Source: an optimization exercise on an open RTL-to-GDS flow (aim: small area and a short achievable clock period). Production flows keep margins and buffers that such runs may drop. Function was checked by simulation only, so behaviour that the tests miss may differ from the original. Power is estimated from default activity; no workload was simulated.

== P ==
Design microprocessor, start of the top module:
module microprocessor(clk, rst, outputPorts, inputPorts, imem_addr, imem_data, dmem_addr, dmem_we, dmem_wdata, dmem_rdata);
==> flow/config.mk <==
export PLATFORM = sky130hd
export DESIGN_NAME = microprocessor
export DESIGN_NICKNAME = microprocessor
export VERILOG_FILES = /design/flow/design.v
export SDC_FILE = /design/flow/constraint.sdc
export NUM_CORES = 4
export LEC_CHECK = 0
export CAP_MARGIN = 20
export CORE_MARGIN = 2
export CORE_UTILIZATION = 40
export PLACE_DENSITY = 0.55
export SETUP_SLACK_MARGIN = 3.65
export SLEW_MARGIN = 20
export SYNTH_HIERARCHICAL = 1
==> flow/constraint.sdc <==
create_clock -name core_clock -period 6.0 [get_ports {clk}]
set_input_delay 1.2000 -clock core_clock [delete_from_list [all_inputs] [get_ports {clk}]]
set_output_delay 1.2000 -clock core_clock [all_outputs]
set_load 0.01 [all_outputs]
standard.sh (not shown) runs the stock make flow with config.mk's settings and CLKGATE_MAP_FILE= SYNTH_SCRIPT=/design/flow/synth_recipe.tcl, a recipe that flattens the netlist after the stock synthesis.
==> flow/flow/run.sh <==
#!/bin/bash
# The standard layout, with two changes:
# - buffer_ports puts plain buf_4 buffers on the ports, in place of the delay
#   cells it picks by itself;
# - clock tree synthesis clusters up to 32 flip-flops within 64 um per leaf
#   buffer and inserts no dummy loads.
set -euo pipefail
export BUFFER_PORTS_ARGS="-buffer_cell sky130_fd_sc_hd__buf_4"
export CTS_ARGS="-sink_clustering_enable -repair_clock_nets -sink_clustering_size 32 -sink_clustering_max_diameter 64 -dont_use_dummy_load"
bash standard.sh > standard.log 2>&1
Every stage of the flow completed for P, and the final layout passed the timing, DRC and antenna checks.
Input-level comparison between Q and P:
Settings: swapping 3.65 for 3.5 in SETUP_SLACK_MARGIN; swapping 40 for 50 in CORE_UTILIZATION; swapping 0.55 for 0.6 in PLACE_DENSITY.
==> run notes <==
Q ended with every stage complete and zero timing, DRC or antenna violations.
Relative to P, die height decreased by 10% in Q.
Compared Q vs P, and aggregate global-route resource usage is up in Q.
[compare] base=P new=Q: worst setup slack after layout lost 0.058 ns; wire length fell 3.5%; number of clock buffers in the layout fell about 12%; cell area shows a reduction of 2.9%; power dissipated in the clock network went down.


Setup of run 1:
Another version of the RTL of microprocessor (not shown whole).
Size in the first run: roughly 3,300 cells after synthesis, about 130 I/O pins, roughly 51,000 um^2 of cells after synthesis.
Settings: LEC_CHECK=0, CAP_MARGIN=20, CORE_MARGIN=2, CORE_UTILIZATION=40, CTS_CLUSTER_DIAMETER=70, CTS_CLUSTER_SIZE=36, PLACE_DENSITY=0.55, SETUP_SLACK_MARGIN=3.5, SLEW_MARGIN=20, SYNTH_HIERARCHICAL=1; clock period 6.0 ns.
==> flow/flow/run.sh <==
#!/bin/bash
# The standard layout, with the port buffers chosen in flow/ports.tcl (run
# just before global placement) in place of the delay cells that
# buffer_ports picks by itself.
set -euo pipefail
export DONT_BUFFER_PORTS=1
export PRE_GLOBAL_PLACE_TCL="$PWD/flow/ports.tcl"
bash standard.sh > standard.log 2>&1
==> flow/flow/ports.tcl <==
# Port buffers, placed before global placement in place of the standard
# flow's buffer_ports call: small buffers on the inputs, which have slack,
# and plain buf_4 buffers on the outputs.
buffer_ports -inputs -buffer_cell sky130_fd_sc_hd__buf_1
buffer_ports -outputs -buffer_cell sky130_fd_sc_hd__buf_4
Having completed the whole flow, run 1 delivered a layout that passed the timing, DRC and antenna checks.
The following lists how run 2 was set up differently from run 1:
diff --git a/flow/config.mk b/flow/config.mk
--- a/flow/config.mk
+++ b/flow/config.mk
@@ -10,4 +10,4 @@
 export CORE_UTILIZATION = 40
-export CTS_CLUSTER_DIAMETER = 70
-export CTS_CLUSTER_SIZE = 36
+export CTS_CLUSTER_DIAMETER = 60
+export CTS_CLUSTER_SIZE = 30
 export PLACE_DENSITY = 0.55
==> comparison <==
Run 2 finished every stage and its layout cleared the timing, DRC and antenna checks. Total routing resource utilization after global routing of run 1 is on par with run 2. [run 2] slew of the pin with the lowest slew margin fell 0.010 ns relative to run 1. Looking at number of instances resized during post-cts repair, run 2 sits above run 1. Looking at run 1 and run 2, the clock-pin slew reported for the worst setup and hold paths after clock tree synthesis is a wash. Non-clock buffer instance count of the final layout: run 2 vs run 1, no meaningful difference. The lower critical path depth came out of run 1. The initial antenna violation count in run 2 sits 1 below the value recorded for run 1. Taking run 1 as the reference, in run 2 core utilization increased 0.62 points, area growth from synthesis to final layout increased 1.5 points, clock power increased about 16%, worst setup slack increased 0.011 ns.
The inputs of run 3 differ from those of run 2 as listed below.
==> flow/flow/run.sh <==
#!/bin/bash
# The standard layout, with two changes:
# - the port buffers are chosen in flow/ports.tcl (run just before global
#   placement) in place of the delay cells that buffer_ports picks by itself;
# - clock tree synthesis clusters up to 36 flip-flops within 70 um per leaf
#   buffer and inserts no dummy loads.
set -euo pipefail
export DONT_BUFFER_PORTS=1
export PRE_GLOBAL_PLACE_TCL="$PWD/flow/ports.tcl"
export CTS_ARGS="-sink_clustering_enable -repair_clock_nets -sink_clustering_size 36 -sink_clustering_max_diameter 70 -dont_use_dummy_load"
bash standard.sh > standard.log 2>&1
diff --git a/flow/config.mk b/flow/config.mk
--- a/flow/config.mk
+++ b/flow/config.mk
@@ -10,4 +10,2 @@
 export CORE_UTILIZATION = 40
-export CTS_CLUSTER_DIAMETER = 60
-export CTS_CLUSTER_SIZE = 30
 export PLACE_DENSITY = 0.55
### Flow results
- Horizontal die dimension came out exactly the same in run 3 and run 2.
- After detailed routing, run 2 needs more wire than run 3.
- Run 3 ended up with a lower power density of the placed cells than run 2 did.
- A source of the critical timing path of m_lo[1]$_DFF_P_ is what run 3 shows, while d_rs_sel[12]$_SDFF_PP0_ belongs to run 2.


== north ==
RTL: one of the versions met above, not the one the previous note started from.
Size: ~3300 cells after synthesis, roughly 130 I/O pins.
Settings: LEC_CHECK=0, CAP_MARGIN=20, CORE_MARGIN=2, CORE_UTILIZATION=40, PLACE_DENSITY=0.55, SETUP_SLACK_MARGIN=3.5, SLEW_MARGIN=20, SYNTH_HIERARCHICAL=1; clock period 6.0 ns.
==> flow/flow/run.sh <==
#!/bin/bash
# The standard layout, with two changes:
# - buffer_ports puts plain buf_4 buffers on the ports, in place of the delay
#   cells it picks by itself;
# - clock tree synthesis clusters up to 36 flip-flops within 70 um per leaf
#   buffer and inserts no dummy loads.
set -euo pipefail
export BUFFER_PORTS_ARGS="-buffer_cell sky130_fd_sc_hd__buf_4"
export CTS_ARGS="-sink_clustering_enable -repair_clock_nets -sink_clustering_size 36 -sink_clustering_max_diameter 70 -dont_use_dummy_load"
bash standard.sh > standard.log 2>&1
[inputs] south vs north
==> flow/flow/run.sh <==
#!/bin/bash
# The standard layout, with two changes:
# - buffer_ports puts plain buf_4 buffers on the ports, in place of the delay
#   cells it picks by itself;
# - clock tree synthesis clusters up to 32 flip-flops within 64 um per leaf
#   buffer and inserts no dummy loads.
set -euo pipefail
export BUFFER_PORTS_ARGS="-buffer_cell sky130_fd_sc_hd__buf_4"
export CTS_ARGS="-sink_clustering_enable -repair_clock_nets -sink_clustering_size 32 -sink_clustering_max_diameter 64 -dont_use_dummy_load"
bash standard.sh > standard.log 2>&1
### Flow results
Re largest fanout on the critical path: north was lower than south. south ended up with a higher reported clock group power than north did. Summary of south over north: count of fill cells added during filler insertion comparable; post-layout minimum cycle time now larger; areal power density over the cells now larger; total power now larger; met3 routed wirelength now smaller. south vs north on clock transition time at the flip-flop clock pins of the worst setup and hold paths: south is the lower one. Any difference in wire length between south and north is small enough to ignore. The total number of nets in the final design reported for south is greater than that of north by 21. m_b[0]$_DFF_P_ as the first element of the critical path was reported by north, and m_sd[0]$_DFF_P_ by south. south vs north on portion of total power attributed to the clock network: south is the higher one.


Another version of the RTL of microprocessor (not shown whole).
Size: roughly 130 I/O pins.
make LEC_CHECK=0 CAP_MARGIN=20 CORE_MARGIN=2 CORE_UTILIZATION=40 CTS_CLUSTER_DIAMETER=60 CTS_CLUSTER_SIZE=30 PLACE_DENSITY=0.55 SETUP_SLACK_MARGIN=3.5 SLEW_MARGIN=20 SYNTH_HIERARCHICAL=1 finish   # period 6.0 ns
run.sh (not shown) runs the stock make flow with config.mk's settings and CLKGATE_MAP_FILE= SYNTH_SCRIPT=/design/flow/synth_recipe.tcl, a recipe that flattens the netlist after the stock synthesis.
Stock flow here: none of the scripts above is used.
The first run went through all stages and came out clean.
Rerun with:
==> flow/flow/run.sh (new file) <==
#!/bin/bash
# The standard layout, with plain buffers (buf_4) on the ports in place of
# the delay cells buffer_ports picks by itself.
set -euo pipefail
export BUFFER_PORTS_ARGS="-buffer_cell sky130_fd_sc_hd__buf_4"
bash standard.sh > standard.log 2>&1
==> flow/standard.sh (new file) <==
#!/bin/bash
# synth_recipe.tcl (not shown) runs the flow's synth.tcl, then flattens the netlist and writes it again
# the make line also repeats each setting of config.mk as NAME=value (left out here)
make -C /OpenROAD-flow-scripts/flow DESIGN_CONFIG=/design/flow/config.mk WORK_HOME=/design/flow/orfs CLKGATE_MAP_FILE= SYNTH_SCRIPT=/design/flow/synth_recipe.tcl "${@:-finish}"
removed: flow/run.sh
Count of clock-buffer cells in the layout decreases by 1. Power decreases by 1.5%. Die area stays the same. Routed wire length decreases by 1.7%. Area after synthesis does not change.


Setup of lane 1:
microprocessor, a different RTL version from the one above (not shown whole).
For scale: roughly 3,300 cells after synthesis, roughly 51,000 um^2 of cells after synthesis.
## microprocessor
module microprocessor(clk, rst, outputPorts, inputPorts, imem_addr, imem_data, dmem_addr, dmem_we, dmem_wdata, dmem_rdata);
==> flow/config.mk <==
export PLATFORM = sky130hd
export DESIGN_NAME = microprocessor
export DESIGN_NICKNAME = microprocessor
export VERILOG_FILES = /design/flow/design.v
export SDC_FILE = /design/flow/constraint.sdc
export NUM_CORES = 4
export LEC_CHECK = 0
export CAP_MARGIN = 20
export CORE_MARGIN = 2
export CORE_UTILIZATION = 40
export CTS_CLUSTER_DIAMETER = 60
export CTS_CLUSTER_SIZE = 30
export PLACE_DENSITY = 0.55
export SETUP_SLACK_MARGIN = 3.5
export SLEW_MARGIN = 20
export SYNTH_HIERARCHICAL = 1
==> flow/constraint.sdc <==
create_clock -name core_clock -period 6.0 [get_ports {clk}]
set_input_delay 1.2000 -clock core_clock [delete_from_list [all_inputs] [get_ports {clk}]]
set_output_delay 1.2000 -clock core_clock [all_outputs]
set_load 0.01 [all_outputs]
standard.sh (not shown) runs the stock make flow with config.mk's settings and CLKGATE_MAP_FILE= SYNTH_SCRIPT=/design/flow/synth_recipe.tcl, a recipe that flattens the netlist after the stock synthesis.
==> flow/flow/run.sh <==
#!/bin/bash
# The standard layout, with plain buffers (buf_4) on the ports in place of
# the delay cells buffer_ports picks by itself.
set -euo pipefail
export BUFFER_PORTS_ARGS="-buffer_cell sky130_fd_sc_hd__buf_4"
bash standard.sh > standard.log 2>&1
Lane 1: PASS, flow complete, no timing, DRC or antenna violations
## Diff of input files: lane 2 against lane 1
==> flow/run.sh (new file) <==
#!/bin/bash
# synth_recipe.tcl (not shown) runs the flow's synth.tcl, then flattens the netlist and writes it again
# the make line also repeats each setting of config.mk as NAME=value (left out here)
make -C /OpenROAD-flow-scripts/flow DESIGN_CONFIG=/design/flow/config.mk WORK_HOME=/design/flow/orfs CLKGATE_MAP_FILE= SYNTH_SCRIPT=/design/flow/synth_recipe.tcl finish
removed: flow/flow/run.sh
removed: flow/standard.sh
## What came out
Result for lane 1 and lane 2: all clean
From lane 1 to lane 2 the numbers moved as follows: clock share of power decreased 1.8 points, area share of buffers outside the clock network increased 0.17 points.
| critical path data arrival time | higher: lane 2 |

## port drivers added, routing unchanged
The results above use ideal ports. As a check the final layouts listed here were re-extracted and re-timed, cells and wires unchanged.
Step 1 assumes that a clkbuf_16 drives the clock port and a buf_2 every other input.
Step 2 moves the port delays by t, midway between the first and last clock arrival at a register: inputs arrive t later, outputs are due t later. That takes back most of the time a late clock gives input paths.
Three values: ideal ports, drivers, drivers and shift; two values: the first two.
run	shift t [ns]	setup WS [ns]	pins driven straight from the clock port
P	0.775	3.547 / 3.474 / 3.416	1
Q	0.736	3.489 / 3.416 / 3.272	1
run 1	0.764	3.537 / 3.466 / 3.420	1
run 2	0.769	3.548 / 3.486 / 3.423	1
run 3	0.737	3.540 / 3.469 / 3.410	1
north	0.750	3.529 / 3.452 / 3.274	1
south	0.737	3.521 / 3.445 / 3.280	1
the first run of note 4	0.786	3.403 / 3.403 / 2.956	1
the second run of note 4	0.789	3.412 / 3.412 / 3.279	1
lane 1	0.790	3.515 / 3.478 / 3.337	1
lane 2	0.797	3.458 / 3.458 / 2.940	1
After both steps setup and hold are still met in every run listed. For lane 2, which loses most, drivers alone change the setup slack by 0.000 ns; drivers and shift together by -0.518 ns.
